Background: an optimization exercise with open tools, aiming at small area and a short achievable clock period. Do not read the settings as production practice.
In this exercise RTL edits were held to simulation tests only and were not proved equivalent to the original.
Power and IR drop assume default switching activity.

==> flow/design.v <==
module dp_ram #(
    DATA_WIDTH = 32,
    ADDR_WIDTH = 32) (
    input  logic clkIn,
    input  logic wrEnIn,
    input  logic [ADDR_WIDTH-1:0] wrAddrIn,
    input  logic [DATA_WIDTH-1:0] wrDataIn,
    input  logic [ADDR_WIDTH-1:0] rdAddrIn,
    output logic [DATA_WIDTH-1:0] rdDataOut);
    localparam DEPTH = 1 << ADDR_WIDTH;
    logic [DEPTH-1:0][DATA_WIDTH-1:0] dataR;
    logic [DATA_WIDTH-1:0] rdDataR;
    always @(posedge clkIn) begin
        if (wrEnIn) begin
            dataR[wrAddrIn] <= wrDataIn;
        end
        rdDataR <= dataR[rdAddrIn];
    end
    assign rdDataOut = rdDataR;
endmodule
module fifo #(
    DATA_WIDTH = 32,
    DEPTH      = 32,
    SKID       = 0) (
    input  logic clkIn,
    input  logic rstIn,
    input  logic wrValidIn,
    output logic wrConsentOut,
    input  logic [DATA_WIDTH-1:0] wrDataIn,
    output logic rdValidOut,
    input  logic rdConsentIn,
    output logic [DATA_WIDTH-1:0] rdDataOut);
    localparam MDEPTH = DEPTH - 1;               
    localparam NLO = 4;                          
    localparam NHI = (MDEPTH + NLO - 1) / NLO;   
    localparam LASTLO = (MDEPTH - 1) % NLO;
    localparam LASTHI = (MDEPTH - 1) / NLO;
    localparam CW = $clog2(DEPTH + 1);
    logic [DATA_WIDTH-1:0] headR;
    logic [DATA_WIDTH-1:0] memR [0:MDEPTH-1];
    logic [NLO-1:0] wrLoR;
    logic [NHI-1:0] wrHiR;
    logic [MDEPTH-1:0] rdSelR;
    logic [CW-1:0] countR;
    logic rdValidR, wrConsentR, oneR;
    logic wr, rd, inc, dec, wrMem, rdMem, wrWrap, headLoad;
    logic is2, is31, is32;
    logic [CW-1:0] countInc, countDec;
    logic [DATA_WIDTH-1:0] memOut;
    assign wr  = wrValidIn & wrConsentR;
    assign rd  = rdConsentIn & rdValidR;
    assign inc = wr & ~rd;
    assign dec = rd & ~wr;
    assign wrMem = wr & rdValidR & ~(rdConsentIn & oneR);
    assign rdMem = rd & ~oneR;
    assign wrWrap = wrLoR[LASTLO] & wrHiR[LASTHI];
    assign is2  = countR == CW'(2);
    assign is31 = countR == CW'(DEPTH - 1);
    assign is32 = countR == CW'(DEPTH);
    assign countInc = countR + 1'b1;
    assign countDec = countR - 1'b1;
    always_comb begin
        memOut = '0;
        for (int i = 0; i < MDEPTH; i++)
            memOut = memOut | (memR[i] & {DATA_WIDTH{rdSelR[i]}});
    end
    always_ff @(posedge clkIn) begin
        if (rstIn) begin
            wrLoR      <= NLO'(1);
            wrHiR      <= NHI'(1);
            rdSelR     <= MDEPTH'(1);
            countR     <= '0;
            rdValidR   <= 1'b0;
            wrConsentR <= 1'b0;
            oneR       <= 1'b0;
        end else begin
            if (wrMem) begin
                if (wrWrap) begin
                    wrLoR <= NLO'(1);
                    wrHiR <= NHI'(1);
                end else begin
                    wrLoR <= {wrLoR[NLO-2:0], wrLoR[NLO-1]};
                    if (wrLoR[NLO-1])
                        wrHiR <= {wrHiR[NHI-2:0], wrHiR[NHI-1]};
                end
            end
            if (rdMem) rdSelR <= {rdSelR[MDEPTH-2:0], rdSelR[MDEPTH-1]};
            if (inc) begin
                countR     <= countInc;
                rdValidR   <= 1'b1;
                oneR       <= ~rdValidR;
                wrConsentR <= ~is31;
            end else if (dec) begin
                countR     <= countDec;
                rdValidR   <= ~oneR;
                oneR       <= is2;
                wrConsentR <= 1'b1;
            end else begin
                wrConsentR <= ~is32;
            end
        end
    end
    assign headLoad = ~rdValidR | (rdConsentIn & oneR);
    always_ff @(posedge clkIn) begin
        if (rstIn)
            headR <= '0;
        else if (headLoad)
            headR <= wrDataIn;
        else if (rdConsentIn)
            headR <= memOut;
    end
    for (genvar i = 0; i < MDEPTH; i++) begin : g_mem
        always_ff @(posedge clkIn) begin
            if (wrConsentR && wrLoR[i % NLO] && wrHiR[i / NLO])
                memR[i] <= wrDataIn;
        end
    end
    assign rdValidOut = rdValidR;
    assign wrConsentOut = wrConsentR;
    assign rdDataOut = headR;
endmodule
==> flow/config.mk <==
export PLATFORM = sky130hd
export DESIGN_NAME = fifo
export DESIGN_NICKNAME = fifo
export VERILOG_FILES = /design/flow/design.v
export SDC_FILE = /design/flow/constraint.sdc
export NUM_CORES = 4
export LEC_CHECK = 0
export CAP_MARGIN = 20
export CORE_MARGIN = 2
export CORE_UTILIZATION = 65
export CTS_CLUSTER_DIAMETER = 100
export CTS_CLUSTER_SIZE = 30
export SETUP_SLACK_MARGIN = 2.4
export SLEW_MARGIN = 20
==> flow/constraint.sdc <==
create_clock -name core_clock -period 4.5 [get_ports {clkIn}]
set_input_delay 0.9000 -clock core_clock [delete_from_list [all_inputs] [get_ports {clkIn}]]
set_output_delay 0.9000 -clock core_clock [all_outputs]
set_load 0.01 [all_outputs]
run.sh (not shown) runs the stock make flow with config.mk's settings and CLKGATE_MAP_FILE= SYNTH_SCRIPT=/design/flow/synth_recipe.tcl, a recipe that flattens the netlist after the stock synthesis.
==> next run, changes <==
--- a/flow/design.v
+++ b/flow/design.v
@@ -99,15 +99,13 @@
                 wrConsentR <= ~is32;
             end
         end
     end
     assign headLoad = ~rdValidR | (rdConsentIn & oneR);
     always_ff @(posedge clkIn) begin
-        if (rstIn)
-            headR <= '0;
-        else if (headLoad)
+        if (headLoad)
             headR <= wrDataIn;
         else if (rdConsentIn)
             headR <= memOut;
     end
     for (genvar i = 0; i < MDEPTH; i++) begin : g_mem
         always_ff @(posedge clkIn) begin
What happened: Clock-buffer cell count falls by 16. Power is about the same. Clock power falls by about 0.9%. Setup slack degrades by 0.0045 ns. Non-clock buffer count fell by 7. Die area came out lower by about 0.7%. Global-route usage went down by 1.4 points. Clock skew increases by 0.013 ns. Fmax barely changes. Routed wire length decreases by about 5%. First-iteration DRC count drops by about 4%.

Another version of the RTL of fifo (not shown whole).
Size in the first run: roughly 0.040 sq mm of cells after synthesis.
==> module fifo, before the edit <==
module fifo #(
    DATA_WIDTH = 32,
    DEPTH      = 32,
    SKID       = 0) (
    input  logic clkIn,
    input  logic rstIn,
    input  logic wrValidIn,
    output logic wrConsentOut,
    input  logic [DATA_WIDTH-1:0] wrDataIn,
    output logic rdValidOut,
    input  logic rdConsentIn,
    output logic [DATA_WIDTH-1:0] rdDataOut);
    localparam MDEPTH = DEPTH - 1;               
    localparam NLO = 4;                          
    localparam NHI = (MDEPTH + NLO - 1) / NLO;   
    localparam LASTLO = (MDEPTH - 1) % NLO;
    localparam LASTHI = (MDEPTH - 1) / NLO;
    localparam CW = $clog2(DEPTH + 1);
    localparam HALF = DATA_WIDTH / 2;
    logic [DATA_WIDTH-1:0] headR;
    logic [DATA_WIDTH-1:0] memR [0:MDEPTH-1];
    logic [NLO-1:0] wrLoR;
    logic [NHI-1:0] wrHiR;
    logic [MDEPTH-1:0] rdSelR, rdSelBR;
    logic [CW-1:0] countR;
    logic rdValidR, wrConsentR, oneR;
    logic wr, rd, inc, dec, wrMem, rdMem, wrWrap, headLoad, consentNext;
    logic is2, is31, is32;
    logic [CW-1:0] countInc, countDec;
    logic [DATA_WIDTH-1:0] memOut;
    assign wr  = wrValidIn & wrConsentR;
    assign rd  = rdConsentIn & rdValidR;
    assign inc = wr & ~rd;
    assign dec = rd & ~wr;
    assign wrMem = wr & rdValidR & ~(rdConsentIn & oneR);
    assign rdMem = rd & ~oneR;
    assign wrWrap = wrLoR[LASTLO] & wrHiR[LASTHI];
    assign is2  = countR == CW'(2);
    assign is31 = countR == CW'(DEPTH - 1);
    assign is32 = countR == CW'(DEPTH);
    assign countInc = countR + 1'b1;
    assign countDec = countR - 1'b1;
    assign consentNext = inc ? ~is31 : (dec | ~is32);
    always_comb begin
        memOut = '0;
        for (int i = 0; i < MDEPTH; i++) begin
            memOut[HALF-1:0] = memOut[HALF-1:0] |
                (memR[i][HALF-1:0] & {HALF{rdSelR[i]}});
            memOut[DATA_WIDTH-1:HALF] = memOut[DATA_WIDTH-1:HALF] |
                (memR[i][DATA_WIDTH-1:HALF] & {(DATA_WIDTH-HALF){rdSelBR[i]}});
        end
    end
    always_ff @(posedge clkIn) begin
        if (rstIn) begin
            wrLoR      <= NLO'(1);
            wrHiR      <= NHI'(1);
            rdSelR     <= MDEPTH'(1);
            rdSelBR    <= MDEPTH'(1);
            countR     <= '0;
            rdValidR   <= 1'b0;
            wrConsentR <= 1'b0;
            oneR       <= 1'b0;
        end else begin
            if (wrMem) begin
                if (wrWrap) begin
                    wrLoR <= NLO'(1);
                    wrHiR <= NHI'(1);
                end else begin
                    wrLoR <= {wrLoR[NLO-2:0], wrLoR[NLO-1]};
                    if (wrLoR[NLO-1])
                        wrHiR <= {wrHiR[NHI-2:0], wrHiR[NHI-1]};
                end
            end
            if (rdMem) begin
                rdSelR  <= {rdSelR[MDEPTH-2:0], rdSelR[MDEPTH-1]};
                rdSelBR <= {rdSelBR[MDEPTH-2:0], rdSelBR[MDEPTH-1]};
            end
            wrConsentR <= consentNext;
            if (inc) begin
                countR     <= countInc;
                rdValidR   <= 1'b1;
                oneR       <= ~rdValidR;
            end else if (dec) begin
                countR     <= countDec;
                rdValidR   <= ~oneR;
                oneR       <= is2;
            end
        end
    end
    assign headLoad = ~rdValidR | (rdConsentIn & oneR);
    always_ff @(posedge clkIn) begin
        if (rstIn)
            headR <= '0;
        else if (headLoad)
            headR <= wrDataIn;
        else if (rdConsentIn)
            headR <= memOut;
    end
    for (genvar i = 0; i < MDEPTH; i++) begin : g_mem
        always_ff @(posedge clkIn) begin
            if (wrConsentR && wrLoR[i % NLO] && wrHiR[i / NLO])
                memR[i] <= wrDataIn;
        end
    end
    assign rdValidOut = rdValidR;
    assign wrConsentOut = wrConsentR;
    assign rdDataOut = headR;
endmodule
clock: 4.5 ns
lec_check: 0
cap_margin: 20
core_margin: 2
core_utilization: 65
cts_cluster_diameter: 90
cts_cluster_size: 28
setup_slack_margin: 2.4
slew_margin: 20
Then changed:
--- a/flow/design.v
+++ b/flow/design.v
@@ -37,13 +37,13 @@
     localparam LASTHI = (MDEPTH - 1) / NLO;
     localparam CW = $clog2(DEPTH + 1);
-    localparam HALF = DATA_WIDTH / 2;
     logic [DATA_WIDTH-1:0] headR;
     logic [DATA_WIDTH-1:0] memR [0:MDEPTH-1];
     logic [NLO-1:0] wrLoR;
     logic [NHI-1:0] wrHiR;
-    logic [MDEPTH-1:0] rdSelR, rdSelBR;
+    logic [NLO-1:0] rdLoR;
+    logic [NHI-1:0] rdHiR;
     logic [CW-1:0] countR;
     logic rdValidR, wrConsentR, oneR;
-    logic wr, rd, inc, dec, wrMem, rdMem, wrWrap, headLoad, consentNext;
+    logic wr, rd, inc, dec, wrMem, rdMem, wrWrap, rdWrap, headLoad;
     logic is2, is31, is32;
     logic [CW-1:0] countInc, countDec;
@@ -56,4 +56,5 @@
     assign rdMem = rd & ~oneR;
     assign wrWrap = wrLoR[LASTLO] & wrHiR[LASTHI];
+    assign rdWrap = rdLoR[LASTLO] & rdHiR[LASTHI];
     assign is2  = countR == CW'(2);
     assign is31 = countR == CW'(DEPTH - 1);
@@ -61,13 +62,8 @@
     assign countInc = countR + 1'b1;
     assign countDec = countR - 1'b1;
-    assign consentNext = inc ? ~is31 : (dec | ~is32);
     always_comb begin
         memOut = '0;
-        for (int i = 0; i < MDEPTH; i++) begin
-            memOut[HALF-1:0] = memOut[HALF-1:0] |
-                (memR[i][HALF-1:0] & {HALF{rdSelR[i]}});
-            memOut[DATA_WIDTH-1:HALF] = memOut[DATA_WIDTH-1:HALF] |
-                (memR[i][DATA_WIDTH-1:HALF] & {(DATA_WIDTH-HALF){rdSelBR[i]}});
-        end
+        for (int i = 0; i < MDEPTH; i++)
+            memOut = memOut | (memR[i] & {DATA_WIDTH{rdLoR[i % NLO] & rdHiR[i / NLO]}});
     end
     always_ff @(posedge clkIn) begin
@@ -75,6 +71,6 @@
             wrLoR      <= NLO'(1);
             wrHiR      <= NHI'(1);
-            rdSelR     <= MDEPTH'(1);
-            rdSelBR    <= MDEPTH'(1);
+            rdLoR      <= NLO'(1);
+            rdHiR      <= NHI'(1);
             countR     <= '0;
             rdValidR   <= 1'b0;
@@ -93,16 +89,25 @@
             end
             if (rdMem) begin
-                rdSelR  <= {rdSelR[MDEPTH-2:0], rdSelR[MDEPTH-1]};
-                rdSelBR <= {rdSelBR[MDEPTH-2:0], rdSelBR[MDEPTH-1]};
+                if (rdWrap) begin
+                    rdLoR <= NLO'(1);
+                    rdHiR <= NHI'(1);
+                end else begin
+                    rdLoR <= {rdLoR[NLO-2:0], rdLoR[NLO-1]};
+                    if (rdLoR[NLO-1])
+                        rdHiR <= {rdHiR[NHI-2:0], rdHiR[NHI-1]};
+                end
             end
-            wrConsentR <= consentNext;
             if (inc) begin
                 countR     <= countInc;
                 rdValidR   <= 1'b1;
                 oneR       <= ~rdValidR;
+                wrConsentR <= ~is31;
             end else if (dec) begin
                 countR     <= countDec;
                 rdValidR   <= ~oneR;
                 oneR       <= is2;
+                wrConsentR <= 1'b1;
+            end else begin
+                wrConsentR <= ~is32;
             end
         end
Result: The changed run completed without violations; sequential share of layout area falls by 3.1 points; cell count climbs slightly; sequential power came out lower by a few percent; routed wire length rose by a few percent; synthesized cell count drops slightly; design area is higher slightly; total power hardly moves; core utilization went up by 1.5 points.

run A:
fifo with an RTL version that a note above also has.
Size in the first run: roughly 2,200 cells after synthesis, about 1,100 flip-flops, ~70 I/O pins, roughly 39,000 µm² of cells after synthesis.
==> module fifo, before the edit <==
module fifo #(
    DATA_WIDTH = 32,
    DEPTH      = 32,
    SKID       = 0) (
    input  logic clkIn,
    input  logic rstIn,
    input  logic wrValidIn,
    output logic wrConsentOut,
    input  logic [DATA_WIDTH-1:0] wrDataIn,
    output logic rdValidOut,
    input  logic rdConsentIn,
    output logic [DATA_WIDTH-1:0] rdDataOut);
    localparam MDEPTH = DEPTH - 1;               
    localparam NLO = 4;                          
    localparam NHI = (MDEPTH + NLO - 1) / NLO;   
    localparam LASTLO = (MDEPTH - 1) % NLO;
    localparam LASTHI = (MDEPTH - 1) / NLO;
    localparam CW = $clog2(DEPTH + 1);
    logic [DATA_WIDTH-1:0] headR;
    logic [DATA_WIDTH-1:0] memR [0:MDEPTH-1];
    logic [NLO-1:0] wrLoR;
    logic [NHI-1:0] wrHiR;
    logic [MDEPTH-1:0] rdSelR;
    logic [CW-1:0] countR;
    logic rdValidR, wrConsentR, oneR;
    logic wr, rd, inc, dec, wrMem, rdMem, wrWrap, headLoad;
    logic is2, is31, is32;
    logic [CW-1:0] countInc, countDec;
    logic [DATA_WIDTH-1:0] memOut;
    assign wr  = wrValidIn & wrConsentR;
    assign rd  = rdConsentIn & rdValidR;
    assign inc = wr & ~rd;
    assign dec = rd & ~wr;
    assign wrMem = wr & rdValidR & ~(rdConsentIn & oneR);
    assign rdMem = rd & ~oneR;
    assign wrWrap = wrLoR[LASTLO] & wrHiR[LASTHI];
    assign is2  = countR == CW'(2);
    assign is31 = countR == CW'(DEPTH - 1);
    assign is32 = countR == CW'(DEPTH);
    assign countInc = countR + 1'b1;
    assign countDec = countR - 1'b1;
    always_comb begin
        memOut = '0;
        for (int i = 0; i < MDEPTH; i++)
            memOut = memOut | (memR[i] & {DATA_WIDTH{rdSelR[i]}});
    end
    always_ff @(posedge clkIn) begin
        if (rstIn) begin
            wrLoR      <= NLO'(1);
            wrHiR      <= NHI'(1);
            rdSelR     <= MDEPTH'(1);
            countR     <= '0;
            rdValidR   <= 1'b0;
            wrConsentR <= 1'b0;
            oneR       <= 1'b0;
        end else begin
            if (wrMem) begin
                if (wrWrap) begin
                    wrLoR <= NLO'(1);
                    wrHiR <= NHI'(1);
                end else begin
                    wrLoR <= {wrLoR[NLO-2:0], wrLoR[NLO-1]};
                    if (wrLoR[NLO-1])
                        wrHiR <= {wrHiR[NHI-2:0], wrHiR[NHI-1]};
                end
            end
            if (rdMem) rdSelR <= {rdSelR[MDEPTH-2:0], rdSelR[MDEPTH-1]};
            if (inc) begin
                countR     <= countInc;
                rdValidR   <= 1'b1;
                oneR       <= ~rdValidR;
                wrConsentR <= ~is31;
            end else if (dec) begin
                countR     <= countDec;
                rdValidR   <= ~oneR;
                oneR       <= is2;
                wrConsentR <= 1'b1;
            end else begin
                wrConsentR <= ~is32;
            end
        end
    end
    assign headLoad = ~rdValidR | (rdConsentIn & oneR);
    always_ff @(posedge clkIn) begin
        if (headLoad)
            headR <= wrDataIn;
        else if (rdConsentIn)
            headR <= memOut;
    end
    for (genvar i = 0; i < MDEPTH; i++) begin : g_mem
        always_ff @(posedge clkIn) begin
            if (wrConsentR && wrLoR[i % NLO] && wrHiR[i / NLO])
                memR[i] <= wrDataIn;
        end
    end
    assign rdValidOut = rdValidR;
    assign wrConsentOut = wrConsentR;
    assign rdDataOut = headR;
endmodule
Settings: LEC_CHECK=0, CAP_MARGIN=20, CORE_MARGIN=2, CORE_UTILIZATION=65, CTS_CLUSTER_DIAMETER=100, CTS_CLUSTER_SIZE=30, SETUP_SLACK_MARGIN=2.6, SLEW_MARGIN=20; clock period 4.5 ns.
What run B does differently from run A at the input level:
--- a/flow/design.v
+++ b/flow/design.v
@@ -36,14 +36,15 @@
     localparam LASTLO = (MDEPTH - 1) % NLO;
     localparam LASTHI = (MDEPTH - 1) / NLO;
     localparam CW = $clog2(DEPTH + 1);
+    localparam HALF = DATA_WIDTH / 2;
     logic [DATA_WIDTH-1:0] headR;
     logic [DATA_WIDTH-1:0] memR [0:MDEPTH-1];
-    logic [NLO-1:0] wrLoR;
-    logic [NHI-1:0] wrHiR;
-    logic [MDEPTH-1:0] rdSelR;
+    logic [NLO-1:0] wrLoR, wrLoBR;
+    logic [NHI-1:0] wrHiR, wrHiBR;
+    logic [MDEPTH-1:0] rdSelR, rdSelBR;
     logic [CW-1:0] countR;
     logic rdValidR, wrConsentR, oneR;
-    logic wr, rd, inc, dec, wrMem, rdMem, wrWrap, headLoad;
+    logic wr, rd, inc, dec, wrMem, rdMem, wrWrap, headLoad, consentNext;
     logic is2, is31, is32;
     logic [CW-1:0] countInc, countDec;
     logic [DATA_WIDTH-1:0] memOut;
@@ -59,16 +60,24 @@
     assign is32 = countR == CW'(DEPTH);
     assign countInc = countR + 1'b1;
     assign countDec = countR - 1'b1;
+    assign consentNext = inc ? ~is31 : (dec | ~is32);
     always_comb begin
         memOut = '0;
-        for (int i = 0; i < MDEPTH; i++)
-            memOut = memOut | (memR[i] & {DATA_WIDTH{rdSelR[i]}});
+        for (int i = 0; i < MDEPTH; i++) begin
+            memOut[HALF-1:0] = memOut[HALF-1:0] |
+                (memR[i][HALF-1:0] & {HALF{rdSelR[i]}});
+            memOut[DATA_WIDTH-1:HALF] = memOut[DATA_WIDTH-1:HALF] |
+                (memR[i][DATA_WIDTH-1:HALF] & {(DATA_WIDTH-HALF){rdSelBR[i]}});
+        end
     end
     always_ff @(posedge clkIn) begin
         if (rstIn) begin
             wrLoR      <= NLO'(1);
             wrHiR      <= NHI'(1);
+            wrLoBR     <= NLO'(1);
+            wrHiBR     <= NHI'(1);
             rdSelR     <= MDEPTH'(1);
+            rdSelBR    <= MDEPTH'(1);
             countR     <= '0;
             rdValidR   <= 1'b0;
             wrConsentR <= 1'b0;
@@ -76,33 +85,40 @@
         end else begin
             if (wrMem) begin
                 if (wrWrap) begin
-                    wrLoR <= NLO'(1);
-                    wrHiR <= NHI'(1);
+                    wrLoR  <= NLO'(1);
+                    wrHiR  <= NHI'(1);
+                    wrLoBR <= NLO'(1);
+                    wrHiBR <= NHI'(1);
                 end else begin
-                    wrLoR <= {wrLoR[NLO-2:0], wrLoR[NLO-1]};
-                    if (wrLoR[NLO-1])
-                        wrHiR <= {wrHiR[NHI-2:0], wrHiR[NHI-1]};
+                    wrLoR  <= {wrLoR[NLO-2:0], wrLoR[NLO-1]};
+                    wrLoBR <= {wrLoBR[NLO-2:0], wrLoBR[NLO-1]};
+                    if (wrLoR[NLO-1]) begin
+                        wrHiR  <= {wrHiR[NHI-2:0], wrHiR[NHI-1]};
+                        wrHiBR <= {wrHiBR[NHI-2:0], wrHiBR[NHI-1]};
+                    end
                 end
             end
-            if (rdMem) rdSelR <= {rdSelR[MDEPTH-2:0], rdSelR[MDEPTH-1]};
+            if (rdMem) begin
+                rdSelR  <= {rdSelR[MDEPTH-2:0], rdSelR[MDEPTH-1]};
+                rdSelBR <= {rdSelBR[MDEPTH-2:0], rdSelBR[MDEPTH-1]};
+            end
+            wrConsentR <= consentNext;
             if (inc) begin
                 countR     <= countInc;
                 rdValidR   <= 1'b1;
                 oneR       <= ~rdValidR;
-                wrConsentR <= ~is31;
             end else if (dec) begin
                 countR     <= countDec;
                 rdValidR   <= ~oneR;
                 oneR       <= is2;
-                wrConsentR <= 1'b1;
-            end else begin
-                wrConsentR <= ~is32;
             end
         end
     end
     assign headLoad = ~rdValidR | (rdConsentIn & oneR);
     always_ff @(posedge clkIn) begin
-        if (headLoad)
+        if (rstIn)
+            headR <= '0;
+        else if (headLoad)
             headR <= wrDataIn;
         else if (rdConsentIn)
             headR <= memOut;
@@ -110,7 +126,9 @@
     for (genvar i = 0; i < MDEPTH; i++) begin : g_mem
         always_ff @(posedge clkIn) begin
             if (wrConsentR && wrLoR[i % NLO] && wrHiR[i / NLO])
-                memR[i] <= wrDataIn;
+                memR[i][HALF-1:0] <= wrDataIn[HALF-1:0];
+            if (wrConsentR && wrLoBR[i % NLO] && wrHiBR[i / NLO])
+                memR[i][DATA_WIDTH-1:HALF] <= wrDataIn[DATA_WIDTH-1:HALF];
         end
     end
     assign rdValidOut = rdValidR;
==> run summary <==
From run A to run B the numbers moved as follows: proportion of power drawn by combinational gates about even, clock power moved up, count of pins on the block boundary held, post-detailed-route wirelength per cell now smaller, total number of sequential cells picked up an extra 4.0%.

## port drivers added, routing unchanged
Ports are ideal in the flow. The routed layouts listed here were re-timed in OpenROAD.
Step 1, drivers: a clkbuf_16 drives clkIn and a buf_2 each remaining input, both assumed.
Step 2, shift: input delay + t, output delay - t, t = (earliest + latest rising clock arrival at the registers) / 2. This alone moves slack from input paths to output paths.
a / b / c = ideal / step 1 / step 2; a / b = the first two.
| run | shift t [ns] | setup WS [ns] | latest minus earliest clock arrival (ns) |
|---|---|---|---|
| the first run of note 1 | 0.684 | 2.333 / 2.333 / 1.782 | 0.025 / 0.025 |
| the second run of note 1 | 0.688 | 2.329 / 2.267 / 1.774 | 0.034 / 0.034 |
| the first run of note 2 | 0.698 | 2.265 / 2.225 / 1.668 | 0.038 / 0.039 |
| the second run of note 2 | 0.693 | 2.285 / 2.279 / 1.685 | 0.033 / 0.033 |
| run A | 0.691 | 2.294 / 2.231 / 1.830 | 0.025 / 0.025 |
| run B | 0.689 | 2.450 / 2.384 / 1.900 | 0.029 / 0.028 |
After both steps setup and hold are still met in every run listed. For the second run of note 2, which loses most, drivers alone change the setup slack by -0.006 ns; drivers and shift together by -0.600 ns.
